This design comes from an exercise in tuning for small area, a short achievable clock period and few clock cycles on the open sky130 flow, not from production work.
RTL that was checked went through simulation tests only; none was proved equivalent to the original.
No functional check of the RTL was part of runs 1 to 3.
Power figures rest on the tool's default switching activity, not on a simulated workload.

<file path="flow/flow/run.sh">
#!/bin/bash
# The standard layout (standard.sh, unchanged), run with a copy of the ORFS
# scripts in which only abc_area.script (the logic optimisation recipe that
# synthesis hands to ABC) differs, and with these settings in its environment:
#  - ABC's recipe: resyn2-style AIG rewriting, dch, then area-oriented
#    mapping (map -a) and ABC's usual buffering and sizing, instead of
#    dch and delay-oriented mapping (map -B 0.9);
#  - synthesis leaves the adders to ABC instead of mapping them to the
#    library's half- and full-adder cells (ADDER_MAP_FILE empty);
#    the rest of synthesis is standard.sh's own (synth_recipe.tcl: no fsm or
#    share passes, flattened, function nets renamed), so the registers are the
#    standard synthesis's;
#  - the buffers that the flow puts on every input and output port are
#    sky130_fd_sc_hd__buf_2 cells instead of the slower delay cells that
#    buffer_ports picks by default;
#  - repair_timing aims for a setup slack of 11.8 ns, i.e. it sizes the cells
#    of paths slower than about 4.2 ns;
#  - clock tree synthesis uses sky130_fd_sc_hd__clkbuf_8 buffers and no dummy
#    loads.
# The clock, its period and the I/O constraints are the design's, unchanged.
# Each tool's full output is in standard.log in this folder (and ORFS's own
# per-step logs under orfs/logs).
cp -r "$FLOW_HOME/scripts" orfs_scripts
cat > orfs_scripts/abc_area.script <<'ABC'
strash
balance
rewrite
refactor
balance
rewrite
rewrite -z
balance
refactor -z
rewrite -z
balance
dch
map -a
topo
stime -c
buffer -c
upsize -c
dnsize -c
ABC
export SCRIPTS_DIR="$PWD/orfs_scripts"
export ADDER_MAP_FILE=
export BUFFER_PORTS_ARGS="-buffer_cell sky130_fd_sc_hd__buf_2"
export SETUP_SLACK_MARGIN=11.8
export CTS_ARGS="-sink_clustering_enable -repair_clock_nets -dont_use_dummy_load -buf_list sky130_fd_sc_hd__clkbuf_8"
bash standard.sh > standard.log 2>&1
</file>
<file path="flow/standard.sh">
#!/bin/bash
# synth_recipe.tcl (not shown) runs the flow's synth.tcl, then flattens the netlist and writes it again
# the make line also repeats each setting of config.mk as NAME=value (left out here)
make -C /OpenROAD-flow-scripts/flow DESIGN_CONFIG=/design/flow/config.mk WORK_HOME=/design/flow/orfs CLKGATE_MAP_FILE= SYNTH_SCRIPT=/design/flow/synth_recipe.tcl "${@:-finish}"
</file>
<file path="flow/config.mk">
export PLATFORM = sky130hd
export DESIGN_NAME = qrcode_decoder
export DESIGN_NICKNAME = qrcode_decoder
export VERILOG_FILES = /design/flow/design.v
export SDC_FILE = /design/flow/constraint.sdc
export NUM_CORES = 8
export LEC_CHECK = 0
export ABC_AREA = 1
export CAP_MARGIN = 20
export CORE_MARGIN = 2
export CORE_UTILIZATION = 40
export SLEW_MARGIN = 20
</file>
<file path="flow/constraint.sdc">
create_clock -name core_clock -period 16.0 [get_ports {clk}]
set_input_delay 3.2000 -clock core_clock [delete_from_list [all_inputs] [get_ports {clk}]]
set_output_delay 3.2000 -clock core_clock [all_outputs]
set_load 0.01 [all_outputs]
</file>
<file path="flow/design.v">
module qrcode_decoder(
    input clk,
    input srst_n,
    input start,
    input sram_rdata,
    output [11:0] sram_raddr,
    output reg [5:0] loc_y,
    output reg [5:0] loc_x,
    output reg [7:0] decode_text,    
    output reg valid,
    output reg finish
);
localparam S_A = 3'd0, S_P = 3'd1, S_Y = 3'd2, S_X = 3'd3, S_V = 3'd4,
           S_M = 3'd5, S_D = 3'd6, S_E = 3'd7;
reg [2:0] st;             
reg       cont;           
reg [5:0] y, x;           
reg       pv;             
reg       pix;            
reg       started;
assign sram_raddr = {y, x};
wire hit = pix && cont;   
reg [5:0] k;              
reg       lx6;            
reg [5:0] s0;             
reg [5:0] s1;             
reg [5:0] s2;             
reg [5:0] s3;             
reg [1:0] cidx, pcidx;    
reg [1:0] rot;
reg [2:0] mask;
wire signed [2:0] cy_lo = s0[5:3], cy_hi = s0[2:0];
wire signed [2:0] cx_lo = s1[5:3], cx_hi = s1[2:0];
wire signed [2:0] pcy = s2[5:3], pcx = s2[2:0];
wire tight = s3[5], wide = s3[4], mid = s3[3], tlm = s3[1], grp = s3[0];
wire [4:0] i = s0[4:0];   
wire [4:0] j = s1[4:0];
wire       inlen = s1[5]; 
wire [4:0] rem = s2[4:0]; 
wire [2:0] mv = s3[2:0];  
wire [2:0] bc = s3[5:3];  
always @* decode_text = {cidx, k};
wire [7:0] sa = 8'd1 << st;    
function maskbit;         
    input [2:0] m;
    input a0, a1, b0;     
    input [1:0] a3, b3;   
    input q;              
    reg t2, p2, p1, p0, t0;
    begin
        t2 = a0 ^ b0;                                   
        p2 = a0 & b0;                                   
        p1 = (a3 == b3) && (a3 != 2'd0);                
        p0 = (a3 == 2'd0) || (b3 == 2'd0);              
        t0 = (a3 == 2'd0) ? (b3 == 2'd0) : (a3 == 2'd1) ? (b3 == 2'd2) : (b3 == 2'd1);  
        case (m)
            3'd0: maskbit = ~t2;
            3'd1: maskbit = ~a0;
            3'd2: maskbit = (b3 == 2'd0);
            3'd3: maskbit = t0;
            3'd4: maskbit = ~(a1 ^ q);
            3'd5: maskbit = ~p2 & p0;
            3'd6: maskbit = ~(p2 ^ p1);
            default: maskbit = ~(t2 ^ p1);
        endcase
    end
endfunction
function [1:0] mod3;
    input [4:0] v;
    begin
        mod3 = v % 3;
    end
endfunction
function [3:0] astep;     
    input [3:0] kk;       
    begin
        astep =
            (kk == 4'd0) ? {2'd0, 2'd1} :
            (kk == 4'd1) ? {2'd1, 2'd3} :
            (kk == 4'd2) ? {2'd0, 2'd1} :
            (kk == 4'd3) ? {2'd3, 2'd2} :
            (kk == 4'd4) ? {2'd1, 2'd0} :
            (kk == 4'd5) ? {2'd2, 2'd1} :
            (kk == 4'd6) ? {2'd0, 2'd1} :
            (kk == 4'd7) ? {2'd0, 2'd2} :
                           {2'd2, 2'd2};
    end
endfunction
function [5:0] astepv;    
    input [1:0] c;
    begin
        case (c)
            2'd0: astepv = 6'd0;
            2'd1: astepv = 6'd21;
            2'd2: astepv = 6'd22;
            default: astepv = 6'd43;
        endcase
    end
endfunction
function [3:0] bstep;     
    input [3:0] kk;       
    begin
        bstep =
            (kk == 4'd1) ? {2'd0, 2'd1} :
            (kk == 4'd2) ? {2'd1, 2'd3} :
            (kk == 4'd3) ? {2'd0, 2'd1} :
            (kk == 4'd4) ? {2'd3, 2'd2} :
            (kk == 4'd5) ? {2'd1, 2'd0} :
            (kk == 4'd6) ? {2'd2, 2'd1} :
            (kk == 4'd7) ? {2'd0, 2'd1} :
            (kk == 4'd8) ? {2'd0, 2'd2} :
                           {2'd2, 2'd2};
    end
endfunction
function [5:0] bstepy;    
    input [1:0] c;
    begin
        case (c)
            2'd0: bstepy = 6'd0;
            2'd1: bstepy = 6'd43;
            2'd2: bstepy = 6'd42;
            default: bstepy = 6'd21;
        endcase
    end
endfunction
function [6:0] bstepx14;  
    input [1:0] c;
    begin
        case (c)
            2'd0: bstepx14 = 7'd14;
            2'd1: bstepx14 = 7'd121;      
            2'd2: bstepx14 = 7'd120;      
            default: bstepx14 = 7'd99;    
        endcase
    end
endfunction
function [5:0] poff;      
    input [3:0] kk;
    begin
        poff =
            (kk == 4'd0)  ? {3'sd0, 3'sd2} :
            (kk == 4'd1)  ? {3'sd0, -3'sd2} :
            (kk == 4'd2)  ? {3'sd2, 3'sd0} :
            (kk == 4'd3)  ? {-3'sd2, 3'sd0} :
            (kk == 4'd4)  ? {3'sd2, 3'sd2} :
            (kk == 4'd5)  ? {-3'sd2, -3'sd2} :
            (kk == 4'd6)  ? {3'sd2, -3'sd2} :
            (kk == 4'd7)  ? {-3'sd2, 3'sd2} :
            (kk == 4'd8)  ? {3'sd0, 3'sd1} :
            (kk == 4'd9)  ? {3'sd0, -3'sd1} :
            (kk == 4'd10) ? {3'sd1, 3'sd0} :
            (kk == 4'd11) ? {-3'sd1, 3'sd0} :
            (kk == 4'd12) ? {3'sd1, 3'sd1} :
            (kk == 4'd13) ? {-3'sd1, -3'sd1} :
            (kk == 4'd14) ? {3'sd1, -3'sd1} :
                            {-3'sd1, 3'sd1};
    end
endfunction
localparam [5:0] P_N = 6'd16;     
function [5:0] x7;        
    input [2:0] c;
    begin
        case (c)
            3'b001: x7 = 6'd7;
            3'b010: x7 = 6'd14;
            3'b111: x7 = 6'd57;
            3'b110: x7 = 6'd50;
            default: x7 = 6'd0;
        endcase
    end
endfunction
function [6:0] x7m14;     
    input [2:0] c;
    begin
        case (c)
            3'b001: x7m14 = 7'd121;
            3'b010: x7m14 = 7'd0;
            3'b111: x7m14 = 7'd107;
            3'b110: x7m14 = 7'd100;
            default: x7m14 = 7'd114;
        endcase
    end
endfunction
function [5:0] x7m20;     
    input [2:0] c;
    begin
        case (c)
            3'b001: x7m20 = 6'd51;
            3'b010: x7m20 = 6'd58;
            3'b111: x7m20 = 6'd37;
            3'b110: x7m20 = 6'd30;
            default: x7m20 = 6'd44;
        endcase
    end
endfunction
function [6:0] x7m34;     
    input [2:0] c;
    begin
        case (c)
            3'b001: x7m34 = 7'd101;
            3'b010: x7m34 = 7'd108;
            3'b111: x7m34 = 7'd87;
            3'b110: x7m34 = 7'd80;
            default: x7m34 = 7'd94;
        endcase
    end
endfunction
function span2;           
    input signed [2:0] lo, hi;
    begin
        span2 = (hi - lo) >= 2;
    end
endfunction
function [5:0] roffy;     
    input s;
    input [2:0] c;
    begin
        case (c)
            3'd0: roffy = s ? 6'd17 : 6'd3;
            3'd1: roffy = s ? 6'd18 : 6'd2;
            3'd2: roffy = s ? 6'd16 : 6'd4;
            3'd3: roffy = s ? 6'd20 : 6'd0;
            default: roffy = s ? 6'd14 : 6'd6;
        endcase
    end
endfunction
function [5:0] roffx;     
    input s;
    input [2:0] c;
    begin
        case (c)
            3'd0: roffx = s ? 6'd61 : 6'd47;
            3'd1: roffx = s ? 6'd62 : 6'd46;
            3'd2: roffx = s ? 6'd60 : 6'd48;
            3'd3: roffx = s ? 6'd0 : 6'd44;
            default: roffx = s ? 6'd58 : 6'd50;
        endcase
    end
endfunction
function [2:0] wmove;     
    input [4:0] a, b;
    reg u;
    begin
        u = (b == 5'd20) || (b == 5'd19) || (b == 5'd16) || (b == 5'd15) ||
            (b == 5'd12) || (b == 5'd11);
        if (!b[0]) wmove = 3'd0;                                    
        else if (u) begin
            if (a == ((b >= 5'd13) ? 5'd9 : 5'd0)) wmove = 3'd0;    
            else if (b <= 5'd12 && a == 5'd7) wmove = 3'd2;         
            else wmove = 3'd1;
        end else begin
            if (a == 5'd20) wmove = 3'd0;
            else if (b <= 5'd12 && a == 5'd5) wmove = 3'd4;
            else wmove = 3'd3;
        end
    end
endfunction
wire [5:0] p_c = poff(k[3:0]);           
wire [5:0] p_n = poff(k[3:0] + 4'd1);    
wire signed [2:0] u_ylo = (hit && pcy < cy_lo) ? pcy : cy_lo;
wire signed [2:0] u_yhi = (hit && pcy > cy_hi) ? pcy : cy_hi;
wire signed [2:0] u_xlo = (hit && pcx < cx_lo) ? pcx : cx_lo;
wire signed [2:0] u_xhi = (hit && pcx > cx_hi) ? pcx : cx_hi;
wire y_ok = span2(u_ylo, u_yhi), x_ok = span2(u_xlo, u_xhi);
wire p_end = (y_ok && x_ok) || k == P_N;    
wire [1:0] cn = cidx + 2'd1;
wire [5:0] kn = (cidx != 2'd3) ? k : (k[2:0] == 3'd4) ? {k[5:3] + 3'd1, 3'd0} : k + 6'd1;
wire v_miss = cont && !pix;
wire v_end = tlm || v_miss || (cidx == 2'd3 && k == 6'o44);
wire [1:0] mc = tlm ? 2'd0 : v_miss ? pcidx : 2'd3;    
reg [1:0] m_rot;
reg [5:0] m_my, m_mx;     
always @* begin
    case (mc)
        2'd0: begin m_rot = 2'd2; m_my = 6'd12; m_mx = 6'd62; end
        2'd1: begin m_rot = 2'd3; m_my = 6'd18; m_mx = 6'd52; end
        2'd2: begin m_rot = 2'd1; m_my = 6'd2;  m_mx = 6'd56; end
        default: begin m_rot = 2'd0; m_my = 6'd8; m_mx = 6'd46; end
    endcase
end
wire [1:0] i3 = mod3(i), j3 = mod3(j);
wire jq = ((j / 3) % 2) == 1;
wire dbit = sram_rdata ^ maskbit(mask, i[0], i[1], j[0], i3, j3, jq);
reg [2:0] mdi, mdj;       
always @* begin
    case (mv)
        3'd0: begin mdi = 3'd0; mdj = 3'd7; end
        3'd1: begin mdi = 3'd7; mdj = 3'd1; end
        3'd2: begin mdi = 3'd6; mdj = 3'd1; end
        3'd3: begin mdi = 3'd1; mdj = 3'd1; end
        default: begin mdi = 3'd2; mdj = 3'd1; end
    endcase
end
wire [2:0] ei = (rot[0] == rot[1]) ? mdi : -mdi;
wire [2:0] ej = rot[1] ? -mdj : mdj;
wire [2:0] wdy = rot[0] ? ej : ei;
wire [2:0] wdx = rot[0] ? ei : ej;
wire [4:0] ni = i + {{2{mdi[2]}}, mdi};
wire [4:0] nj = j + {{2{mdj[2]}}, mdj};
wire [2:0] nmv = wmove(ni, nj);         
reg [5:0] r_ddy, r_ddx, r_dny, r_dnx;    
always @* begin
    case (rot)
        2'd0: begin r_ddy = 6'd9;  r_ddx = 6'd15; r_dny = 6'd0;  r_dnx = 6'd1;  end
        2'd1: begin r_ddy = 6'd15; r_ddx = 6'd55; r_dny = 6'd1;  r_dnx = 6'd0;  end
        2'd2: begin r_ddy = 6'd55; r_ddx = 6'd49; r_dny = 6'd0;  r_dnx = 6'd63; end
        default: begin r_ddy = 6'd49; r_ddx = 6'd9; r_dny = 6'd63; r_dnx = 6'd0; end
    endcase
end
wire [3:0] a_st = astep(k[3:0]);
wire [3:0] b_st = bstep(k[3:0]);
reg [5:0] ayA, byA, ayP, byP, ayY, byY, ayX, byX, ayV, byV, byM, byD;
reg [6:0] axA, bxA, axP, bxP, axY, bxY, axX, bxX, axV, bxV, bxM, bxD;
always @* begin
    ayA = y; byA = hit ? bstepy(b_st[3:2]) : astepv(a_st[3:2]);
    axA = {1'b0, x};
    bxA = hit ? bstepx14(b_st[1:0]) : {1'b0, astepv(a_st[1:0])};
    ayP = loc_y; byP = p_end ? x7m20(u_yhi) : x7(p_n[5:3]);
    axP = {lx6, loc_x}; bxP = x7m14(p_end ? u_xlo : p_n[2:0]);
    ayY = y; axY = hit ? {lx6, loc_x} : {1'b0, x};
    byY = 6'd0; bxY = 7'd0;
    if (hit) begin
        byY = (k[2:0] == 3'd0) ? 6'd63 : 6'd0;
        bxY = x7m34(cx_hi);
    end else case (k[2:0])
        3'd0, 3'd2, 3'd4: bxY = 7'd14;
        3'd1: if (wide || mid) bxY = 7'd107; else begin byY = 6'd1; bxY = 7'd114; end
        3'd3: if (wide) bxY = 7'd107; else begin byY = 6'd1; bxY = 7'd121; end
        default: byY = 6'd1;
    endcase
    ayX = y; axX = {1'b0, x};
    if (hit) begin
        byX = grp ? 6'd44 : 6'd0; bxX = grp ? 7'd20 : 7'd19;
    end else if (!grp) begin byX = 6'd20; bxX = 7'd0; end
    else begin byX = 6'd44; bxX = 7'd1; end
    ayV = loc_y; axV = {1'b0, loc_x};
    byV = v_end ? m_my : roffy(cn[1], kn[5:3]);
    bxV = {1'b0, v_end ? m_mx : roffx(cn[0], kn[2:0])};
    if (k == 6'd2) begin byM = r_ddy; bxM = {1'b0, r_ddx}; end
    else if (k != 6'd0 || started) begin byM = r_dny; bxM = {1'b0, r_dnx}; end
    else begin byM = 6'd0; bxM = 7'd0; end
    byD = {{3{wdy[2]}}, wdy}; bxD = {1'b0, {3{wdx[2]}}, wdx};
end
wire [5:0] ay = ({6{sa[0]}} & ayA) | ({6{sa[1]}} & ayP) | ({6{sa[2]}} & ayY) |
                ({6{sa[3]}} & ayX) | ({6{sa[4]}} & ayV) | ({6{sa[5] | sa[6] | sa[7]}} & y);
wire [6:0] ax = ({7{sa[0]}} & axA) | ({7{sa[1]}} & axP) | ({7{sa[2]}} & axY) |
                ({7{sa[3]}} & axX) | ({7{sa[4]}} & axV) | ({7{sa[5] | sa[6] | sa[7]}} & {1'b0, x});
wire [5:0] by = ({6{sa[0]}} & byA) | ({6{sa[1]}} & byP) | ({6{sa[2]}} & byY) |
                ({6{sa[3]}} & byX) | ({6{sa[4]}} & byV) | ({6{sa[5]}} & byM) | ({6{sa[6]}} & byD);
wire [6:0] bx = ({7{sa[0]}} & bxA) | ({7{sa[1]}} & bxP) | ({7{sa[2]}} & bxY) |
                ({7{sa[3]}} & bxX) | ({7{sa[4]}} & bxV) | ({7{sa[5]}} & bxM) | ({7{sa[6]}} & bxD);
wire [6:0] sy = {1'b0, ay} + {by[5], by};
wire [6:0] sx = ax + bx;
always @(posedge clk) begin
    if (start) started <= 1'b1;
    if (!sa[6]) pcidx <= cidx;
    pix <= sram_rdata & pv; cont <= 1'b1;
    y <= sy[5:0]; x <= sx[5:0]; pv <= 1'b1;
    valid <= 1'b0;
    finish <= 1'b0;
    if (sa[0]) begin
        if (hit) begin
            loc_y <= sy[5:0]; loc_x <= sx[5:0]; lx6 <= (sx[5:0] < 6'd14);
            s0 <= 6'd0; s1 <= 6'd0; s3 <= 6'd0;
            st <= S_P; cont <= 1'b0; k <= 6'd0;
            pv <= (sx[5:0] >= 6'd14);
        end else begin
            k <= (k == 6'd8) ? 6'd0 : k + 6'd1;
        end
    end
    if (sa[1]) begin
        s0 <= {u_ylo, u_yhi}; s1 <= {u_xlo, u_xhi};
        s3[5] <= y_ok && x_ok;
        s3[4] <= !x_ok && !(u_xhi != u_xlo);
        s3[3] <= !x_ok && (u_xhi != u_xlo);
        if (p_end) begin
            st <= S_Y; cont <= 1'b0; k <= 6'd0;
            if (sy[6]) y <= 6'd0;
            if (sx[5:0] > 6'd43) x <= 6'd43;
        end else begin
            k <= k + 6'd1;
            pv <= !sy[6] && !sx[6] && (k != P_N - 6'd1);
        end
        s2 <= p_c;                          
    end
    if (sa[2]) begin
        if (hit) begin
            loc_y <= sy[5:0];                   
            st <= S_X; cont <= 1'b0; s3[1:0] <= 2'b00;
            if (sx[6]) x <= 6'd0;               
        end else begin
            if (k[2:0] == (wide ? 3'd5 : mid ? 3'd3 : 3'd1)) k <= 6'd0;
            else k <= k + 6'd1;
        end
    end
    if (sa[3]) begin
        if (hit) begin
            loc_x <= sx[5:0];                   
            s3[1] <= !grp;
            st <= S_V; cont <= 1'b0; cidx <= 2'd1; k <= 6'd0;
        end else s3[0] <= ~grp;
    end
    if (sa[4]) begin
        if (v_end) begin
            rot <= m_rot;
            if (!mc[1]) loc_y <= loc_y + 6'd20;
            if (mc[0]) loc_x <= loc_x - 6'd20;
            st <= S_M; cont <= 1'b0; k <= 6'd0;
        end else begin
            cidx <= cn; k <= kn;
        end
    end
    if (sa[5]) begin
        case (k[1:0])
            2'd0: mask[2] <= ~sram_rdata;
            2'd1: mask[1] <= sram_rdata;
            default: mask[0] <= ~sram_rdata;
        endcase
        if (k == 6'd2) begin
            st <= S_D; cont <= 1'b0;
            s0 <= {1'b0, 5'd17};            
            s1 <= {1'b1, 5'd19};            
            s2 <= {1'b0, 5'd0};             
            s3 <= {3'd0, 3'd1};             
        end else if (k != 6'd0 || started) k <= k + 6'd1;
    end
    if (sa[6]) begin
        s0[4:0] <= ni; s1[4:0] <= nj; s3[2:0] <= nmv;
        if (inlen) begin
            s2[4:0] <= {rem[3:0], dbit};
            s3[5:3] <= (bc == 3'd4) ? 3'd0 : bc + 3'd1;
            if (bc == 3'd4) s1[5] <= 1'b0;
        end else begin
            {cidx, k} <= {cidx[0], k, dbit};
            s3[5:3] <= bc + 3'd1;
            if (bc == 3'd7) begin
                valid <= 1'b1;
                s2[4:0] <= rem - 5'd1;
                if (rem == 5'd1) begin
                    finish <= 1'b1;
                    st <= S_E; cont <= 1'b0;
                end
            end
        end
    end
    if (!srst_n) begin
        st <= S_A; cont <= 1'b0; y <= 6'd20; x <= 6'd20; pv <= 1'b1;
        started <= 1'b0; k <= 6'd0; valid <= 1'b0; finish <= 1'b0;
    end
end
endmodule
</file>
==> results of run 1 <==
==> worst max path at each step <==
| stage | startpoint | to | slack, ns | cells after the start |
|---|---|---|---|---|
| 6_report | s0[0] | x[2] | 11.74 | 28 |
| 5_1_grt | s0[2] | pv | 11.49 | 30 |
| 4_1_cts | s0[4] | x[2] | 11.76 | 28 |
| 3_5_place_dp | pix | x[2] | 11.00 | 25 |
| 3_3_place_gp | pix | x[0] | 11.14 | 26 |
| 2_1_floorplan | srst_n | st[0] | 11.97 | 4 |
==> state kept, by name, indices dropped and copies added, names as in the netlist, 3 cells and up <==
signal / flops
s0: 6
s2: 6
st: 3
x: 6
loc_x: 6
s1: 6
k: 6
s3: 6
y: 6
loc_y: 6
mask: 3
==> power breakdown <==
| group | switching [W] | internal [W] | total (W) |
|---|---|---|---|
| clock network | 0.0000682 | 0.0000503 | 0.000119 |
| registers | 0.0000664 | 0.000246 | 0.000312 |
| logic | 0.000478 | 0.000282 | 0.000760 |
| total | 0.000612 | 0.000579 | 0.00119 |
==> area by class of cell <==
| class | instances | area (um^2) | share of cell area |
|---|---|---|---|
| flip-flops and latches | 73 | 1638 | 0.2132 |
| multi-input cells | 791 | 4489 | 0.5844 |
| clock buffers | 9 | 123.9 | 0.01612 |
| well taps | 216 | 270.3 | 0.03518 |
| inverters | 168 | 678.2 | 0.08827 |
| repair buffers | 76 | 478.0 | 0.06221 |
| repair inverters | 1 | 5.005 | 0.0006515 |
==> synthesized netlist by cell type (4+ instances only) <==
cell type / count / area [um^2]
nor2_1: 202 / 758.2
nand2_1: 153 / 574.3
inv_1: 152 / 570.6
a21oi_1: 104 / 520.5
dfxtp_1: 61 / 1221
o21ai_0: 60 / 300.3
nor3_1: 29 / 145.1
o22ai_1: 25 / 156.4
xor2_1: 24 / 210.2
nand3_1: 23 / 115.1
clkbuf_1: 15 / 56.30
a31oi_1: 14 / 87.58
edfxtp_1: 12 / 360.4
inv_2: 11 / 41.29
a221oi_1: 10 / 87.58
nand4_1: 10 / 62.56
or2_2: 10 / 62.56
nor4_1: 9 / 56.30
a211oi_1: 8 / 60.06
o21ai_1: 8 / 40.04
o32ai_1: 8 / 70.07
a22oi_1: 7 / 52.55
buf_2: 7 / 35.03
o21ai_2: 7 / 61.31
o31ai_1: 6 / 45.04
o2111ai_1: 5 / 43.79
o211ai_1: 5 / 37.54
xnor2_1: 5 / 43.79
mux2i_1: 4 / 40.04
nor2_2: 4 / 25.02
==> metal layers <==
metal / track usage / up-vias / wire length [um]
met2: 0.4191 / 407 / 10650
met3: 0.04167 / 70 / 2157
met5: 0 / - / 0
li1: - / 3713 / -
met4: 0.08937 / 0 / 816
met1: 0.4029 / 3599 / 11130
==> critical path: cells and delay by family, from the launching register on <==
family | cells | cell delay, ns
compound gates | 11 | 1.61
buf+inv | 3 | 0.36
xor+xnor | 2 | 0.37
flops | 1 | 0.39
simple gates | 12 | 1.41
==> stage by stage <==
step                      cell area, um^2  instances  worst slack [ns]
after floorplan                      6500       1058             11.97
after global placement               6905       1293             11.14
after detailed placement             6905       1293             11.00
after CTS                            7243       1311             11.76
after global routing                 7682       1334             11.49
final                                7682       1334             11.74
==> logic make-up (layout without fill, tap and decap cells) <==
| logic type | count (synthesis) | in the layout | share of synthesized area |
|---|---|---|---|
| simple gates | 453 | 453 | 0.2939 |
| compound gates | 301 | 301 | 0.2934 |
| buf+inv | 194 | 254 | 0.1149 |
| flops | 73 | 73 | 0.2433 |
| xor+xnor | 32 | 32 | 0.04658 |
| mux | 5 | 5 | 0.007892 |
==> timing repair <==
item                                    in CTS  in global routing
endpoints found under the setup margin      30                 22
resized for setup                           51                 74
setup buffers                                8                 23
pin swaps                                    6                 31
cloned                                       1                  0
hold buffers                                 0                  0
==> implementation parameters, run 1 <==
Parameter                              Value

Worst setup path
  Arrival time reported for the critical path endpoint ... 4.50 ns
  Critical Setup Path Class ... register to register
  Register-to-register path setup slack ... 11.74 ns
  Cells on worst reg2reg path ... 28
  Worst flop-to-flop path endpoint ... x[2]
  CP Launch Type ... register
  Biggest fanout along the worst timing path ... 8
  Element type at the critical path end ... register
  Launch instance of the worst register-to-register path ... s0[0]
  Delay contributed by the slowest stage of the critical path ... around 0.39 ns
  Master of the slowest instance on the critical path ... dfxtp_1
  Required time of the critical path ... 16.24 ns

Final layout
  Area grow syn2layout ... 18.19%
  Fill count ... 1695
  Layout cells sized above 1 ... 0.2030
  Most frequent cells in the layout ... nor2_1, inv_1, nand2_1, a21oi_1, o21ai_0
  Final core utilization ... 0.4836
  Most common library cell in the layout ignoring fill and taps ... nor2_1
  Antenna diodes ... 0
  Final Net Count ... 1124

Pwr
  PD cells ... 155.0 nW/um^2
  Total power draw ... around 0.0012 W
  Worst vdd ir ... about 0.084 mV
  Leakage power ... 3.216 nW

STA
  Final min period ... 4.264 ns
  Worst hold margin ... 0.4744 ns
  Max-Slew Margin vs Limit ... 0.3504
  Fin. Hold Viols ... 0
  Final setup violation count ... 0
  RSZ-0062 raised after global routing ... yes
  Worst-Margin Slew ... 0.9708 ns
  Sum Neg Setup Slack ... 0 ns
  Final count of pins violating max slew ... 0
  Peak Freq ... 234.5 MHz
  Portion of the clock cycle consumed by the worst path in the final layout ... 0.2665
  Clk_skew ... 0.02836 ns

Min path
  Hold-critical path depth ... 2
  Hold crit path type ... register to register
  Critical hold path startpoint ... started
  Min-Delay Endpoint ... started

Global route
  Global-route wire length before repair ... roughly 38 mm
  Total global routing track utilization ... 0.2771
  Via count of the first global-routing pass ... 6899
  Maximum number of pins on one net before global-route repair ... 22
  Antenna violations before repair ... 0
  GRT Residual Overflow ... 0

Die
  Width of the die ... 131.5 um
  Area of the core ... 15890 um^2
  Die outline area ... 17290 um^2
  Floorplan die height ... 131.5 um
  I/O pin count ... 38
  Number of core rows ... 46
  Initial core utilization ... 0.4092

Synthesis
  Share of synthesized registers carrying an async set or reset ... 0
  Sequential share of the synthesized area ... 0.2433
  Total nets after synthesis ... 1062
  Count of flip-flops with a built-in enable after synthesis ... 12
  Distinct cell type count after synthesis ... 67
  Flip-flop cell with the highest count after synthesis ... dfxtp_1
  Post-Syn Area ... 6500 um^2
  Post-synthesis register bit count ... 73
  Warning count from the yosys run ... 1
  Mean area per synthesized cell ... between 6 and 7 um^2
  Synth Instances ... approximately 1100

Clock tree
  Clock transition at the register clock pins on the worst setup and hold paths after CTS ... 0.06 ns
  Clock latency (worst-skew pair) ... 0.38 ns
  Total CTS buffers ... 9
  Master cell of the clock root buffer ... clkbuf_8
  CTS tree ... yes
  H-tree depth reported by CTS ... 3
  Deepest clock path buffer count ... 2
  TritonCTS sink count ... 73

Route
  Routed via count ... roughly 8000
  Routed wire per std cell ... 18.56 um
  Routed WL ... 24.75 mm
  Number of remaining DRC errors ... 0
  Router iterations before antenna repair ... 6
  Mean number of vias per cell ... 5.839
  Iteration-0 DRC Markers ... 847
  Count of nets left with antenna violations after detail routing ... 0

Placed design
  Global placer's final weighted congestion ... 1.082
  Detailed-placement wirelength estimate ... around 19 mm
  Buffers on Ports ... 37

Run
  Total of max-cap violations ... 0

Run status
  Result of the run ... finished clean
==> run 2, diff against run 1 <==
--- a/flow/design.v
+++ b/flow/design.v
@@ -71,69 +71,6 @@
         mod3 = v % 3;
     end
 endfunction
-function [3:0] astep;     
-    input [3:0] kk;       
-    begin
-        astep =
-            (kk == 4'd0) ? {2'd0, 2'd1} :
-            (kk == 4'd1) ? {2'd1, 2'd3} :
-            (kk == 4'd2) ? {2'd0, 2'd1} :
-            (kk == 4'd3) ? {2'd3, 2'd2} :
-            (kk == 4'd4) ? {2'd1, 2'd0} :
-            (kk == 4'd5) ? {2'd2, 2'd1} :
-            (kk == 4'd6) ? {2'd0, 2'd1} :
-            (kk == 4'd7) ? {2'd0, 2'd2} :
-                           {2'd2, 2'd2};
-    end
-endfunction
-function [5:0] astepv;    
-    input [1:0] c;
-    begin
-        case (c)
-            2'd0: astepv = 6'd0;
-            2'd1: astepv = 6'd21;
-            2'd2: astepv = 6'd22;
-            default: astepv = 6'd43;
-        endcase
-    end
-endfunction
-function [3:0] bstep;     
-    input [3:0] kk;       
-    begin
-        bstep =
-            (kk == 4'd1) ? {2'd0, 2'd1} :
-            (kk == 4'd2) ? {2'd1, 2'd3} :
-            (kk == 4'd3) ? {2'd0, 2'd1} :
-            (kk == 4'd4) ? {2'd3, 2'd2} :
-            (kk == 4'd5) ? {2'd1, 2'd0} :
-            (kk == 4'd6) ? {2'd2, 2'd1} :
-            (kk == 4'd7) ? {2'd0, 2'd1} :
-            (kk == 4'd8) ? {2'd0, 2'd2} :
-                           {2'd2, 2'd2};
-    end
-endfunction
-function [5:0] bstepy;    
-    input [1:0] c;
-    begin
-        case (c)
-            2'd0: bstepy = 6'd0;
-            2'd1: bstepy = 6'd43;
-            2'd2: bstepy = 6'd42;
-            default: bstepy = 6'd21;
-        endcase
-    end
-endfunction
-function [6:0] bstepx14;  
-    input [1:0] c;
-    begin
-        case (c)
-            2'd0: bstepx14 = 7'd14;
-            2'd1: bstepx14 = 7'd121;      
-            2'd2: bstepx14 = 7'd120;      
-            default: bstepx14 = 7'd99;    
-        endcase
-    end
-endfunction
 function [5:0] poff;      
     input [3:0] kk;
     begin
@@ -262,7 +199,7 @@
 wire signed [2:0] u_xlo = (hit && pcx < cx_lo) ? pcx : cx_lo;
 wire signed [2:0] u_xhi = (hit && pcx > cx_hi) ? pcx : cx_hi;
 wire y_ok = span2(u_ylo, u_yhi), x_ok = span2(u_xlo, u_xhi);
-wire p_end = (y_ok && x_ok) || k == P_N;    
+wire p_end = tight || k == P_N;
 wire [1:0] cn = cidx + 2'd1;
 wire [5:0] kn = (cidx != 2'd3) ? k : (k[2:0] == 3'd4) ? {k[5:3] + 3'd1, 3'd0} : k + 6'd1;
 wire v_miss = cont && !pix;
@@ -307,16 +244,19 @@
         default: begin r_ddy = 6'd49; r_ddx = 6'd9; r_dny = 6'd63; r_dnx = 6'd0; end
     endcase
 end
-wire [3:0] a_st = astep(k[3:0]);
-wire [3:0] b_st = bstep(k[3:0]);
+wire [1:0] a_row = k[3:2], a_col = k[1:0];
+wire [5:0] a_dy = (a_col != 2'd2) ? 6'd0 : (a_row == 2'd0) ? 6'd21 : 6'd22;
+wire [5:0] a_dx = (a_col == 2'd1 || (a_col == 2'd2 && a_row == 2'd2)) ? 6'd22 : 6'd21;
+wire [5:0] b_dy = (a_col != 2'd0) ? 6'd0 : (a_row == 2'd1) ? 6'd43 : 6'd42;
+wire [6:0] b_dx14 = (a_col == 2'd2 || (a_col == 2'd0 && a_row == 2'd0)) ? 7'd120 : 7'd121;
 reg [5:0] ayA, byA, ayP, byP, ayY, byY, ayX, byX, ayV, byV, byM, byD;
 reg [6:0] axA, bxA, axP, bxP, axY, bxY, axX, bxX, axV, bxV, bxM, bxD;
 always @* begin
-    ayA = y; byA = hit ? bstepy(b_st[3:2]) : astepv(a_st[3:2]);
+    ayA = y; byA = hit ? b_dy : a_dy;
     axA = {1'b0, x};
-    bxA = hit ? bstepx14(b_st[1:0]) : {1'b0, astepv(a_st[1:0])};
-    ayP = loc_y; byP = p_end ? x7m20(u_yhi) : x7(p_n[5:3]);
-    axP = {lx6, loc_x}; bxP = x7m14(p_end ? u_xlo : p_n[2:0]);
+    bxA = hit ? b_dx14 : {1'b0, a_dx};
+    ayP = loc_y; byP = p_end ? x7m20(cy_hi) : x7(p_n[5:3]);
+    axP = {lx6, loc_x}; bxP = x7m14(p_end ? cx_lo : p_n[2:0]);
     ayY = y; axY = hit ? {lx6, loc_x} : {1'b0, x};
     byY = 6'd0; bxY = 7'd0;
     if (hit) begin
@@ -365,7 +305,7 @@
             st <= S_P; cont <= 1'b0; k <= 6'd0;
             pv <= (sx[5:0] >= 6'd14);
         end else begin
-            k <= (k == 6'd8) ? 6'd0 : k + 6'd1;
+            k <= (a_col != 2'd2) ? k + 6'd1 : (a_row == 2'd2) ? 6'd0 : {2'd0, a_row + 2'd1, 2'd0};
         end
     end
     if (sa[1]) begin
==> run 2 against run 1 <==
Effect of this change:
- non-clock buffer count is 23 lower
- clock power hardly changed
- sequential power is 4% lower
- worst hold slack worse by 0.020 ns
- critical endpoint is now decode_text[1]
- power is 16% lower
- critical path type is now register to primary output
- synthesized area is 0.67% higher
- count of clock-buffer cells in the layout stayed put
==> implementation parameters, run 2 <==
Parameter                              Value

Clock tree
  Deepest clock path buffer count ... 2 (unchanged)
  Total CTS buffers ... 9 (unchanged)
  CTS tree ... yes
  TritonCTS sink count ... 73 (unchanged)
  Master cell of the clock root buffer ... clkbuf_8
  Clock transition at the register clock pins on the worst setup and hold paths after CTS ... 0.09 ns (+0.03 ns)
  H-tree depth reported by CTS ... 3 (unchanged)
  Clock latency (worst-skew pair) ... 0.37 ns (about the same)

Synthesis
  Simple-Gate Fraction of Synth Area ... 0.3040 (+0.01008)
  Flip-flop cell with the highest count after synthesis ... dfxtp_1
  Share of synthesized registers carrying an async set or reset ... 0 (unchanged)
  Most common cell in the netlist ... nor2_1
  Total nets after synthesis ... 1045 (-1.6%)
  Distinct cell type count after synthesis ... 74 (+10%)
  Area fraction of the dominant cell type after synthesis ... 0.1866 (-0.001257)
  Post-synthesis register bit count ... 73 (unchanged)
  Mux cell area share after synthesis ... 0.003059 (-0.004833)
  Warning count from the yosys run ... 1 (unchanged)
  Dominant combinational cell family by area after synthesis ... simple AND/OR/NAND/NOR gates
  Xor-xnor portion of the synthesized cell area ... 0.03996 (-0.006621)
  Commonest cells in the netlist ... nor2_1, nand2_1, inv_1, a21oi_1, o21ai_0
  Sequential share of the synthesized area ... 0.2417 (-0.001628)
  Share of synthesized cell area in full adder, half adder and majority cells ... 0 (unchanged)
  Count of flip-flops with a built-in enable after synthesis ... 12 (unchanged)
  Cell taking the most area after synthesis ... dfxtp_1
  Post-Syn Area ... 6544 um^2 (+0.67%)
  Mean area per synthesized cell ... 6.286 um^2 (+2.3%)
  Post-synthesis compound-gate area fraction ... 0.2954 (+0.002052)
  Synth top area cells ... dfxtp_1, nor2_1, nand2_1
  Synth Instances ... 1041 (-1.6%)

Route
  Mean number of vias per cell ... 5.604 (-4.0%)
  Routed via count ... 7257 (-6.8%)
  Routed WL ... 23.18 mm (-6.4%)
  Router iterations before antenna repair ... 5 (-1)
  Routed wire per std cell ... 17.90 um (-3.6%)
  Count of nets left with antenna violations after detail routing ... 0 (unchanged)
  Number of remaining DRC errors ... 0 (unchanged)
  Iteration-0 DRC Markers ... 718 (-15%)

Global route
  Maximum number of pins on one net before global-route repair ... 26 (+18%)
  Total global routing track utilization ... 0.2637 (-0.01346)
  Global-route wire length before repair ... 36.31 mm (-5.1%)
  Antenna violations before repair ... 0 (unchanged)
  GRT Residual Overflow ... 0 (unchanged)
  Via count of the first global-routing pass ... 6481 (-6.1%)

Run
  Total of max-cap violations ... 0 (unchanged)

Min path
  Critical hold path startpoint ... pv
  Hold crit path type ... register to register

Placed design
  Global placer's final weighted congestion ... 0.9697 (-10%)
  Buffers on Ports ... 37 (unchanged)
  Detailed-placement wirelength estimate ... 18.18 mm (-3.4%)
  Pre-CTS worst setup slack ... 11.59 ns (+0.5877 ns)

Die
  Initial core utilization ... 0.4105 (+0.001270)
  Width of the die ... 131.9 um (+0.33%)
  Die outline area ... 17400 um^2 (+0.65%)
  Area of the core ... 15940 um^2 (+0.36%)
  I/O pin count ... 38 (unchanged)
  Floorplan die height ... 131.9 um (+0.33%)
  Number of core rows ... 46 (unchanged)

Final layout
  Area grow syn2layout ... 9.713%
  Most frequent cells in the layout ... nor2_1, nand2_1, inv_1, a21oi_1, o21ai_0
  Layout cells sized above 1 ... 0.1492 (-0.05383)
  Antenna diodes ... 0 (unchanged)
  Final Net Count ... 1085 (-3.5%)
  Final core utilization ... 0.4503 (-0.03330)
  Most common library cell in the layout ignoring fill and taps ... nor2_1
  Fill count ... 1725 (+1.8%)

Worst setup path
  Critical path's top delay family ... flip-flops
  Master of the slowest instance on the critical path ... dfxtp_4
  Delay contributed by the slowest stage of the critical path ... 0.45 ns (+0.06 ns)
  Required time of the critical path ... 12.80 ns (-3.44 ns)
  Crit path from ... k[1]
  Element type at the critical path end ... primary output
  Biggest fanout along the worst timing path ... 9 (+1)
  Count of buffering cells on the critical path with inverters included ... 1 (-2)
  Critical Setup Path Class ... register to primary output
  Launch instance of the worst register-to-register path ... st[1]
  CP cell instances ... buf_2
  Arrival time reported for the critical path endpoint ... 0.98 ns (-3.52 ns)
  CP Launch Type ... register

STA
  RSZ-0062 raised after global routing ... yes
  Clk_skew ... 0.02624 ns (-0.002120 ns)
  Peak Freq ... 239.3 MHz (+2.0%)
  Final min period ... 4.178 ns (-0.08520 ns)
  Portion of the clock cycle consumed by the worst path in the final layout ... 0.2612 (-0.005325)
  Final count of pins violating max slew ... 0 (unchanged)
  Sum Neg Setup Slack ... 0 ns (unchanged)
  Worst-Margin Slew ... 0.7882 ns (-0.1826 ns)
  Final setup violation count ... 0 (unchanged)
  Worst-case setup margin in the final layout ... 11.82 ns (+0.08520 ns)
  Max-Slew Margin vs Limit ... 0.4726 (+0.1222)
  Fin. Hold Viols ... 0 (unchanged)

Pwr
  PD cells ... 139.1 nW/um^2 (-10%)
  Worst vdd ir ... 0.06568 mV (-21%)
  Leakage power ... 3.120 nW (-3.0%)

Run status
  Result of the run ... finished clean
-- run 2: area by class of cell --
type / count / area [um^2] / share of cell area
multi-input combinational: 772 / 4213 / 0.5868
sequential: 73 / 1605 / 0.2236
inverter: 172 / 661.9 / 0.09219
timing repair buffer: 53 / 305.3 / 0.04252
tap: 216 / 270.3 / 0.03764
clock buffer: 9 / 123.9 / 0.01725
-- run 2: power breakdown --
group | internal, W | total, W | leakage (nW) | switching [W]
combinational | 0.000202 | 0.000577 | 2.43 | 0.000376
sequential | 0.000240 | 0.000301 | 0.625 | 0.0000619
clock | 0.0000504 | 0.000120 | 0.0647 | 0.0000697
total | 0.000492 | 0.000999 | 3.12 | 0.000507
-- run 2: cell families (layout without fill, tap and decap cells) --
kind of cell / count (synthesis) / in the layout
compound gates: 297 / 297
xor+xnor: 29 / 29
buf+inv: 196 / 234
flops: 73 / 73
mux: 2 / 2
simple gates: 444 / 444
-- run 2: final timing paths --
kind	to	slack (ns)	cells after the start
worst max-delay path	decode_text[1]	11.82	1
worst min-delay path	pix	0.45	2
worst max register to register	y[0]	12.06	21
worst min register to register	pix	0.45	2
-- run 2: layer usage --
layer / vias to the layer above / wire [um] / part of all wire / global-route usage
met4: 0 / 412 / 0.018 / 0.06582
met3: 33 / 1993 / 0.086 / 0.05729
li1: 3602 / - / - / -
met1: 3303 / 10860 / 0.47 / 0.3847
met2: 319 / 9912 / 0.43 / 0.3927
met5: - / 0 / 0 / 0
-- run 2: timing repair --
action / in CTS / in global routing
setup endpoints to repair: 7 / 19
endpoints found under the hold margin: 0 / 0
pin swaps: 0 / 1
setup buffers: 0 / 11
hold buffers: 0 / 0
resized for setup: 11 / 10
-- run 2: per-stage QoR --
| step | power (W) | hold slack, ns | std cells | cell area (um^2) |
|---|---|---|---|---|
| after global routing | 0.001085 | 0.4745 | 1295 | 7179 |
| after global placement | 0.0008644 | 0.4667 | 1275 | 6927 |
| after floorplan | 0.0007165 | 0.3883 | 1041 | 6544 |
| after CTS | 0.0009898 | 0.4610 | 1284 | 7069 |
| after detailed placement | 0.0008662 | 0.4379 | 1275 | 6927 |
| final | 0.0009988 | 0.4547 | 1295 | 7179 |
==> run 3, diff against run 2 <==
--- a/flow/flow/run.sh
+++ b/flow/flow/run.sh
@@ -24,16 +24,24 @@
 cat > orfs_scripts/abc_area.script <<'ABC'
 strash
 balance
+resub -K 6
 rewrite
+resub -K 6 -N 2
 refactor
+resub -K 8
 balance
+resub -K 8 -N 2
 rewrite
+resub -K 10
+rewrite -z
+resub -K 10 -N 2
+balance
+resub -K 12
+refactor -z
+resub -K 12 -N 2
 rewrite -z
 balance
-refactor -z
-rewrite -z
-balance
-dch
+dch -f
 map -a
 topo
 stime -c
==> run 3 against run 2 <==
Effect of this change:
- clock power decreased by 3%
- global-route usage increased by 1.3 points
- final area decreased by 1.8%
- still clean on timing, DRC and antenna
- worst setup slack improved by 0.0096 ns
- die area decreased by 3.2%
- fmax increased by 0.23%
- sequential power decreased by 2%
- final cell count decreased by 1.5%
==> implementation parameters, run 3 <==
Parameter                              Value

Worst setup path
  CP cell instances ... buf_2
  Element type at the critical path end ... primary output
  Count of buffering cells on the critical path with inverters included ... 1 (unchanged)
  Biggest fanout along the worst timing path ... 13 (+4)
  Master of the slowest instance on the critical path ... dfxtp_4
  Required time of the critical path ... 12.80 ns (about the same)
  Critical Setup Path Class ... register to primary output
  Arrival time reported for the critical path endpoint ... 0.97 ns (about the same)
  Critical path's top delay family ... flip-flops
  CP Launch Type ... register
  Delay contributed by the slowest stage of the critical path ... 0.43 ns (-0.02 ns)
  Register-to-register path setup slack ... 12.05 ns (about the same)

Final layout
  Non-filler cells, final ... 1275 (-1.5%)
  Post-route cell area ... 7049 um^2 (-1.8%)
  Final Net Count ... 1070 (-1.4%)
  Most common library cell in the layout ignoring fill and taps ... nor2_1
  Layout cells sized above 1 ... 0.1306 (-0.01857)
  Area grow syn2layout ... 11.39%
  Most frequent cells in the layout ... nor2_1, nand2_1, inv_1, a21oi_1, o21ai_0
  Antenna diodes ... 0 (unchanged)

STA
  Worst-case setup margin in the final layout ... 11.83 ns (+0.009600 ns)
  Fin. Hold Viols ... 0 (unchanged)
  Max-Slew Margin vs Limit ... 0.3935 (-0.07910)
  Portion of the clock cycle consumed by the worst path in the final layout ... 0.2605 (-0.0006000)
  RSZ-0062 raised after global routing ... yes
  Final setup violation count ... 0 (unchanged)
  Peak Freq ... 239.9 MHz (+0.23%)
  Final count of pins violating max slew ... 0 (unchanged)
  Sum Neg Setup Slack ... 0 ns (unchanged)
  Final min period ... 4.169 ns (-0.009600 ns)
  Worst-Margin Slew ... 0.9064 ns (+0.1182 ns)
  Clk_skew ... 0.02986 ns (+0.003623 ns)

Min path
  Hold crit path type ... register to register

Global route
  Antenna violations before repair ... 0 (unchanged)
  Via count of the first global-routing pass ... 6635 (+2.4%)
  Total global routing track utilization ... 0.2766 (+0.01290)
  Global-route wire length before repair ... 35.79 mm (-1.4%)
  GRT Residual Overflow ... 0 (unchanged)
  Maximum number of pins on one net before global-route repair ... 27 (+3.8%)

Synthesis
  Post-synthesis register bit count ... 73 (unchanged)
  Warning count from the yosys run ... 1 (unchanged)
  Synth top area cells ... dfxtp_1, nor2_1, nand2_1
  Post-Syn Area ... 6329 um^2 (-3.3%)
  Most common cell in the netlist ... nor2_1
  Flip-flop cell with the highest count after synthesis ... dfxtp_1
  Sequential share of the synthesized area ... 0.2499 (+0.008219)
  Mean area per synthesized cell ... 6.192 um^2 (-1.5%)
  Commonest cells in the netlist ... nor2_1, nand2_1, inv_1, a21oi_1, o21ai_0
  Cell taking the most area after synthesis ... dfxtp_1
  Share of synthesized registers carrying an async set or reset ... 0 (unchanged)
  Total nets after synthesis ... 1026 (-1.8%)
  Count of flip-flops with a built-in enable after synthesis ... 12 (unchanged)
  Area fraction of the dominant cell type after synthesis ... 0.1930 (+0.006346)
  Synth Instances ... 1022 (-1.8%)
  Distinct cell type count after synthesis ... 62 (-16%)

Route
  Iteration-0 DRC Markers ... 805 (+12%)
  Routed wire per std cell ... 17.84 um (-0.30%)
  Routed WL ... 22.75 mm (-1.8%)
  Mean number of vias per cell ... 5.713 (+1.9%)
  Routed via count ... 7284 (+0.37%)
  Number of remaining DRC errors ... 0 (unchanged)
  Count of nets left with antenna violations after detail routing ... 0 (unchanged)
  Router iterations before antenna repair ... 6 (+1)

Pwr
  Worst vdd ir ... 0.06427 mV (-2.2%)
  Total power draw ... 0.0009749 W (-2.4%)
  PD cells ... 138.3 nW/um^2 (-0.59%)
  Leakage power ... 2.964 nW (-5.0%)

Run status
  Result of the run ... finished clean

Clock tree
  H-tree depth reported by CTS ... 3 (unchanged)
  Total CTS buffers ... 9 (unchanged)
  Master cell of the clock root buffer ... clkbuf_8
  Clock latency (worst-skew pair) ... 0.39 ns (+0.02 ns)
  CTS tree ... yes
  Number of buffers added to fix hold violations after cts ... 0 (unchanged)
  Deepest clock path buffer count ... 2 (unchanged)
  TritonCTS sink count ... 73 (unchanged)
  Clock transition at the register clock pins on the worst setup and hold paths after CTS ... 0.07 ns (-0.02 ns)

Die
  Initial core utilization ... 0.4132 (+0.002782)
  I/O pin count ... 38 (unchanged)
  Width of the die ... 129.8 um (-1.6%)
  Area of the core ... 15310 um^2 (-3.9%)
  Number of core rows ... 45 (-2.2%)
  Floorplan die height ... 129.8 um (-1.6%)
  Die outline area ... 16840 um^2 (-3.2%)

Run
  Total of max-cap violations ... 0 (unchanged)

Placed design
  Global placer's final weighted congestion ... 1.046 (+7.9%)
  Cell area after placement ... 6696 um^2 (-3.3%)
  Buffers on Ports ... 37 (unchanged)
  Pre-CTS worst setup slack ... 11.39 ns (-0.2010 ns)
  Detailed-placement wirelength estimate ... 17.72 mm (-2.5%)
  Placed cell count ... 1249 (-2.0%)
run 3: per-layer routing:
layer | wire length (um) | track usage | vias up
li1 | - | - | 3555
met1 | 10240 | 0.3881 | 3320
met2 | 9407 | 0.4059 | 349
met3 | 2217 | 0.05617 | 60
met4 | 886 | 0.1309 | 0
met5 | 0 | 0 | -
run 3: final timing paths:
kind,cells past startpoint,startpoint,endpoint
worst min register to register,2,pv,pix
worst max register to register,23,rot[0],y[1]
worst max-delay path,1,k[2],decode_text[2]
worst min-delay path,2,pv,pix
run 3: final cells by class:
class	count	area, um^2
well taps	211	264.0
fillers	1678	8265
repair buffers	56	327.8
flip-flops and latches	73	1605
clock buffers	9	123.9
inverters	169	644.4
multi-input cells	757	4084
run 3: power by group:
group,internal (W),switching (W)
logic,0.000204,0.000360
clock network,0.0000501,0.0000659
registers,0.000239,0.0000563
run 3: through the flow:
stage | util | hold slack [ns]
floorplan | - | 0.3883
global placement | 0.4373 | 0.4327
detailed placement | 0.4373 | 0.4205
CTS | 0.4475 | 0.4475
global route | 0.4603 | 0.4507
finish | 0.4603 | 0.4434
run 3: repair_timing:
action	CTS	global route
endpoints found under the setup margin	23	20
buffers inserted	1	16
resized for setup	12	25
pin swaps	0	5
run 3: cells by family (layout without fill, tap and decap cells):
logic type,count (synthesis),count (layout),share of synthesized area
adders and majority gates,2,2,0.003558
buffers and inverters,192,234,0.1174
DFF,73,73,0.2499
AOI/OAI and AO/OA,302,302,0.2902
muxes,2,2,0.004151
and+or+nand+nor,415,415,0.2825
xor gates and xnor gates,36,36,0.05220
==> run 4, diff against run 3 <==
--- a/flow/design.v
+++ b/flow/design.v
@@ -33,8 +33,8 @@
 wire signed [2:0] cx_lo = s1[5:3], cx_hi = s1[2:0];
 wire signed [2:0] pcy = s2[5:3], pcx = s2[2:0];
 wire tight = s3[5], wide = s3[4], mid = s3[3], tlm = s3[1], grp = s3[0];
-wire [4:0] i = s0[4:0];   
-wire [4:0] j = s1[4:0];
+wire [2:0] iq = s0[4:2], jq3 = s1[4:2];
+wire [1:0] ir = s0[1:0], jr = s1[1:0];
 wire       inlen = s1[5]; 
 wire [4:0] rem = s2[4:0]; 
 wire [2:0] mv = s3[2:0];  
@@ -65,12 +65,6 @@
         endcase
     end
 endfunction
-function [1:0] mod3;
-    input [4:0] v;
-    begin
-        mod3 = v % 3;
-    end
-endfunction
 function [5:0] poff;      
     input [3:0] kk;
     begin
@@ -175,23 +169,42 @@
     end
 endfunction
 function [2:0] wmove;     
-    input [4:0] a, b;
-    reg u;
-    begin
-        u = (b == 5'd20) || (b == 5'd19) || (b == 5'd16) || (b == 5'd15) ||
-            (b == 5'd12) || (b == 5'd11);
-        if (!b[0]) wmove = 3'd0;                                    
+    input [2:0] aq, bq;
+    input [1:0] ar, br;
+    reg u, lowb;
+    begin
+        u = ({bq, br} == {3'd6, 2'd2}) || ({bq, br} == {3'd6, 2'd1}) ||
+            ({bq, br} == {3'd5, 2'd1}) || ({bq, br} == {3'd5, 2'd0}) ||
+            ({bq, br} == {3'd4, 2'd0}) || ({bq, br} == {3'd3, 2'd2});
+        lowb = (bq < 3'd4) || ({bq, br} == {3'd4, 2'd0});                
+        if (bq[0] == br[0]) wmove = 3'd0;                                  
         else if (u) begin
-            if (a == ((b >= 5'd13) ? 5'd9 : 5'd0)) wmove = 3'd0;    
-            else if (b <= 5'd12 && a == 5'd7) wmove = 3'd2;         
+            if ({aq, ar} == (lowb ? {3'd0, 2'd0} : {3'd3, 2'd0})) wmove = 3'd0;    
+            else if (lowb && {aq, ar} == {3'd2, 2'd1}) wmove = 3'd2;      
             else wmove = 3'd1;
         end else begin
-            if (a == 5'd20) wmove = 3'd0;
-            else if (b <= 5'd12 && a == 5'd5) wmove = 3'd4;
+            if ({aq, ar} == {3'd6, 2'd2}) wmove = 3'd0;                    
+            else if (lowb && {aq, ar} == {3'd1, 2'd2}) wmove = 3'd4;       
             else wmove = 3'd3;
         end
     end
 endfunction
+function [4:0] add3;      
+    input [2:0] q;
+    input [1:0] r;
+    input [2:0] d;
+    reg [2:0] t;
+    begin
+        t = {1'b0, r} + d;                  
+        case (t)
+            3'd3: add3 = {q + 3'd1, 2'd0};
+            3'd4: add3 = {q + 3'd1, 2'd1};
+            3'd7: add3 = {q - 3'd1, 2'd2};
+            3'd6: add3 = {q - 3'd1, 2'd1};
+            default: add3 = {q, t[1:0]};
+        endcase
+    end
+endfunction
 wire [5:0] p_c = poff(k[3:0]);           
 wire [5:0] p_n = poff(k[3:0] + 4'd1);    
 wire signed [2:0] u_ylo = (hit && pcy < cy_lo) ? pcy : cy_lo;
@@ -215,9 +228,11 @@
         default: begin m_rot = 2'd0; m_my = 6'd8; m_mx = 6'd46; end
     endcase
 end
-wire [1:0] i3 = mod3(i), j3 = mod3(j);
-wire jq = ((j / 3) % 2) == 1;
-wire dbit = sram_rdata ^ maskbit(mask, i[0], i[1], j[0], i3, j3, jq);
+wire [1:0] i3 = ir, j3 = jr;
+wire jq = jq3[0];                        
+wire i0 = iq[0] ^ ir[0], j0 = jq3[0] ^ jr[0];
+wire [1:0] i4 = ir - iq[1:0];            
+wire dbit = sram_rdata ^ maskbit(mask, i0, i4[1], j0, i3, j3, jq);
 reg [2:0] mdi, mdj;       
 always @* begin
     case (mv)
@@ -232,9 +247,9 @@
 wire [2:0] ej = rot[1] ? -mdj : mdj;
 wire [2:0] wdy = rot[0] ? ej : ei;
 wire [2:0] wdx = rot[0] ? ei : ej;
-wire [4:0] ni = i + {{2{mdi[2]}}, mdi};
-wire [4:0] nj = j + {{2{mdj[2]}}, mdj};
-wire [2:0] nmv = wmove(ni, nj);         
+wire [4:0] ni = add3(iq, ir, mdi);
+wire [4:0] nj = add3(jq3, jr, mdj);
+wire [2:0] nmv = wmove(ni[4:2], nj[4:2], ni[1:0], nj[1:0]);    
 reg [5:0] r_ddy, r_ddx, r_dny, r_dnx;    
 always @* begin
     case (rot)
@@ -358,8 +373,8 @@
         endcase
         if (k == 6'd2) begin
             st <= S_D; cont <= 1'b0;
-            s0 <= {1'b0, 5'd17};            
-            s1 <= {1'b1, 5'd19};            
+            s0 <= {1'b0, 3'd5, 2'd2};       
+            s1 <= {1'b1, 3'd6, 2'd1};       
             s2 <= {1'b0, 5'd0};             
             s3 <= {3'd0, 3'd1};             
         end else if (k != 6'd0 || started) k <= k + 6'd1;
==> run 4 against run 3 <==
Effect of this change:
- synthesized cell count fell by 3.1%
- critical path depth did not move
- worst hold slack improved by 0.020 ns
- sequential share of layout area rose by 0.30 points
- count of clock-buffer cells in the layout did not move
- via count fell by 2.1%
- worst setup slack improved by 0.0085 ns
- critical path type unchanged
- critical endpoint is now decode_text[4]
- highest routed layer unchanged
==> implementation parameters, run 4 <==
Parameter                              Value

Placed design
  Global placer's final weighted congestion ... 1.020 (-2.5%)
  Detailed-placement wirelength estimate ... 17.83 mm (+0.63%)
  Buffers on Ports ... 37 (unchanged)
  Placed cell count ... 1220 (-2.3%)
  Pre-CTS worst setup slack ... 11.81 ns (+0.4260 ns)

Worst setup path
  Master of the slowest instance on the critical path ... dfxtp_2
  Critical path's top delay family ... flip-flops
  Count of buffering cells on the critical path with inverters included ... 1 (unchanged)
  Critical Setup Path Class ... register to primary output
  Launch instance of the worst register-to-register path ... pix
  CP Launch Type ... register
  CP cell instances ... buf_2
  Arrival time reported for the critical path endpoint ... 0.96 ns (about the same)
  Delay contributed by the slowest stage of the critical path ... 0.43 ns (about the same)
  Biggest fanout along the worst timing path ... 7 (-6)
  Register-to-register path setup slack ... 12.03 ns (-0.02 ns)
  Worst flop-to-flop path endpoint ... pv
  Required time of the critical path ... 12.80 ns (about the same)
  Cells on worst reg2reg path ... 21 (-8.7%)
  Element type at the critical path end ... primary output

Route
  Mean number of vias per cell ... 5.741 (+0.49%)
  Number of remaining DRC errors ... 0 (unchanged)
  Routed length on met2 ... 9.680 mm (+2.9%)
  Count of nets left with antenna violations after detail routing ... 0 (unchanged)
  Iteration-0 DRC Markers ... 634 (-21%)
  Top routing layer in use ... met4
  Router iterations before antenna repair ... 5 (-1)
  Routed via count ... 7130 (-2.1%)
  Routed wire per std cell ... 18.40 um (+3.1%)
  Routed WL ... 22.86 mm (+0.47%)
  Metal1 wirelength ... 10.83 mm (+5.8%)
  Met3 routed WL ... 1.651 mm (-26%)

STA
  Fin. Hold Viols ... 0 (unchanged)
  Final min period ... 4.160 ns (-0.008500 ns)
  Final count of pins violating max slew ... 0 (unchanged)
  RSZ-0062 raised after global routing ... yes
  Worst-Margin Slew ... 0.9406 ns (+0.03418 ns)
  Sum Neg Setup Slack ... 0 ns (unchanged)
  Worst-case setup margin in the final layout ... 11.84 ns (+0.008500 ns)
  Peak Freq ... 240.4 MHz (+0.20%)
  Portion of the clock cycle consumed by the worst path in the final layout ... 0.2600 (-0.0005312)
  Clk_skew ... 0.02655 ns (-0.003315 ns)
  Max-Slew Margin vs Limit ... 0.3650 (-0.02851)
  Final setup violation count ... 0 (unchanged)

Synthesis
  Area fraction of the dominant cell type after synthesis ... 0.1927 (-0.0002667)
  Sequential share of the synthesized area ... 0.2496 (-0.0003454)
  Post-synthesis register bit count ... 73 (unchanged)
  Count of flip-flops with a built-in enable after synthesis ... 12 (unchanged)
  Commonest cells in the netlist ... nor2_1, nand2_1, inv_1, a21oi_1, o21ai_0
  Synth Instances ... 990 (-3.1%)
  Most common cell in the netlist ... nor2_1
  Synth top area cells ... dfxtp_1, nor2_1, nand2_1
  Total nets after synthesis ... 994 (-3.1%)
  Mean area per synthesized cell ... 6.401 um^2 (+3.4%)
  Post-Syn Area ... 6337 um^2 (+0.14%)
  Flip-flop cell with the highest count after synthesis ... dfxtp_1
  Share of synthesized registers carrying an async set or reset ... 0 (unchanged)
  Cell taking the most area after synthesis ... dfxtp_1
  Warning count from the yosys run ... 1 (unchanged)
  Distinct cell type count after synthesis ... 75 (+21%)

Die
  Initial core utilization ... 0.4048 (-0.008424)
  I/O pin count ... 38 (unchanged)
  Number of core rows ... 46 (+2.2%)
  Die outline area ... 16870 um^2 (+0.13%)
  Floorplan die height ... 129.9 um (about the same)
  Area of the core ... 15660 um^2 (+2.2%)
  Width of the die ... 129.9 um (about the same)

Final layout
  Most common library cell in the layout ignoring fill and taps ... nor2_1
  Area grow syn2layout ... 10.03%
  Non-filler cells, final ... 1242 (-2.6%)
  Fill count ... 1742 (+3.8%)
  Most frequent cells in the layout ... nor2_1, nand2_1, inv_1, a21oi_1, o21ai_0
  Antenna diodes ... 0 (unchanged)
  Final Net Count ... 1032 (-3.6%)
  Final core utilization ... 0.4454 (-0.01488)
  Layout cells sized above 1 ... 0.1511 (+0.02043)

Global route
  Maximum number of pins on one net before global-route repair ... 24 (-11%)
  Total global routing track utilization ... 0.2748 (-0.001754)
  GRT Residual Overflow ... 0 (unchanged)
  Global-route wire length before repair ... 35.45 mm (-0.94%)
  Antenna violations before repair ... 0 (unchanged)
  Via count of the first global-routing pass ... 6376 (-3.9%)

Clock tree
  CTS tree ... yes
  Deepest clock path buffer count ... 2 (unchanged)
  Clock transition at the register clock pins on the worst setup and hold paths after CTS ... 0.09 ns (+0.02 ns)
  TritonCTS sink count ... 73 (unchanged)
  H-tree depth reported by CTS ... 3 (unchanged)
  Master cell of the clock root buffer ... clkbuf_8
  Clock latency (worst-skew pair) ... 0.38 ns (about the same)
  Total CTS buffers ... 9 (unchanged)

Min path
  Hold-critical path depth ... 2 (unchanged)
  Critical hold path startpoint ... pv
  Min-Delay Endpoint ... pix
  Hold crit path type ... register to register

Pwr
  Worst vdd ir ... 0.08591 mV (+34%)
  Leakage power ... 2.868 nW (-3.2%)
  PD cells ... 154.3 nW/um^2 (+12%)

Run status
  Result of the run ... finished clean

Run
  Total of max-cap violations ... 0 (unchanged)
## run 4: cell count changes after synthesis, moves of 8 or more
cell / change
inv_1: -33
nand2_1: -16
o21ai_0: -19
nor3_1: -8
nor2_1: +15
a31oi_1: -9
## run 4: worst max-delay path by stage
| stage | start | end | depth (start not counted) |
|---|---|---|---|
| after detailed placement | st[1] | pv | 23 |
| after CTS | k[3] | decode_text[3] | 1 |
| after global placement | srst_n | k[0] | 3 |
| after floorplan | srst_n | st[0] | 4 |
| after global routing | loc_x[1] | loc_x[1] | 1 |
| final | k[4] | decode_text[4] | 1 |
## run 4: area by class of cell
| type | instances | area, um^2 | area share |
|---|---|---|---|
| Multi-Input combinational cell | 749 | 4105 | 0.5887 |
| Sequential cell | 73 | 1609 | 0.2308 |
| Inverter | 142 | 546.8 | 0.07841 |
| Timing Repair Buffer | 53 | 317.8 | 0.04558 |
| Tap cell | 216 | 270.3 | 0.03876 |
| Clock buffer | 9 | 123.9 | 0.01776 |
## run 4: per-layer routing
layer	GRT usage	up-vias
met2	0.4071	284
li1	-	3440
met5	0	-
met3	0.05658	54
met1	0.3942	3352
met4	0.09867	0
## run 4: logic make-up (layout without fill, tap and decap cells)
family          Yosys count  in the layout  share of synthesized area
buf+inv                 168            204                     0.1056
xor+xnor                 38             38                    0.05607
mux                       4              4                   0.007502
flops                    73             73                     0.2496
simple gates            420            420                     0.2896
compound gates          287            287                     0.2916
## run 4: power breakdown
group / total, W / internal (W) / switching, W
Clock: 0.000119 / 0.0000503 / 0.0000688
Combinational: 0.000657 / 0.000237 / 0.000419
Sequential: 0.000300 / 0.000241 / 0.0000589
Total: 0.00108 / 0.000529 / 0.000547
## run 4: timing repair
| action | CTS | global route |
|---|---|---|
| pin swaps | 0 | 1 |
| gates resized for setup | 15 | 7 |
| hold buffers | 0 | 0 |
| setup endpoints to repair | 12 | 21 |
| setup buffers | 2 | 11 |
## run 4: through the flow
step | hold slack (ns) | instance area (um^2) | power, W
final | 0.4635 | 6973 | 0.001076
after global routing | 0.5019 | 6973 | 0.001166
after CTS | 0.4716 | 6858 | 0.001060
after detailed placement | 0.4418 | 6691 | 0.0009338
after global placement | 0.4491 | 6689 | 0.0009342
after floorplan | 0.3883 | 6337 | 0.0007730
Testbench counts of run 4, summed over its fixed seeds: cycles 24,170.

==> afterwards: timing with drivers on the ports <==
The results above use ideal ports. As a check the final layouts listed here were re-extracted and re-timed, cells and wires unchanged. Step 1 sets driving cells, clkbuf_16 on the clock port and buf_2 on the other inputs (assumed; they add their load-dependent delay and slew). Step 2 times the ports against the registers' clock, not the clock port: input delays grow and output delays shrink by t, the midpoint of the rising clock arrivals with the driver on. Three values: no drivers, after step 1, after step 2; two values: the first two.
run | t (ns) | slack for setup (ns) | worst hold slack (ns) | slew at the worst register clock pin (ns) | worst slew at a driven data input, ns
run 1 | 0.412 | 11.736 / 11.736 / 11.613 | 0.474 / 0.474 / 0.474 | 0.09 / 0.09 | 0.03
run 2 | 0.401 | 11.822 / 11.781 / 11.576 | 0.455 / 0.455 / 0.455 | 0.09 / 0.09 | 0.03
run 3 | 0.412 | 11.831 / 11.793 / 11.765 | 0.443 / 0.443 / 0.443 | 0.08 / 0.08 | 0.03
run 4 | 0.406 | 11.840 / 11.801 / 11.866 | 0.463 / 0.463 / 0.463 | 0.09 / 0.09 | 0.03
After both steps setup and hold are still met in every run listed. For run 2, which loses most, drivers alone change the setup slack by -0.041 ns; drivers and shift together by -0.246 ns.
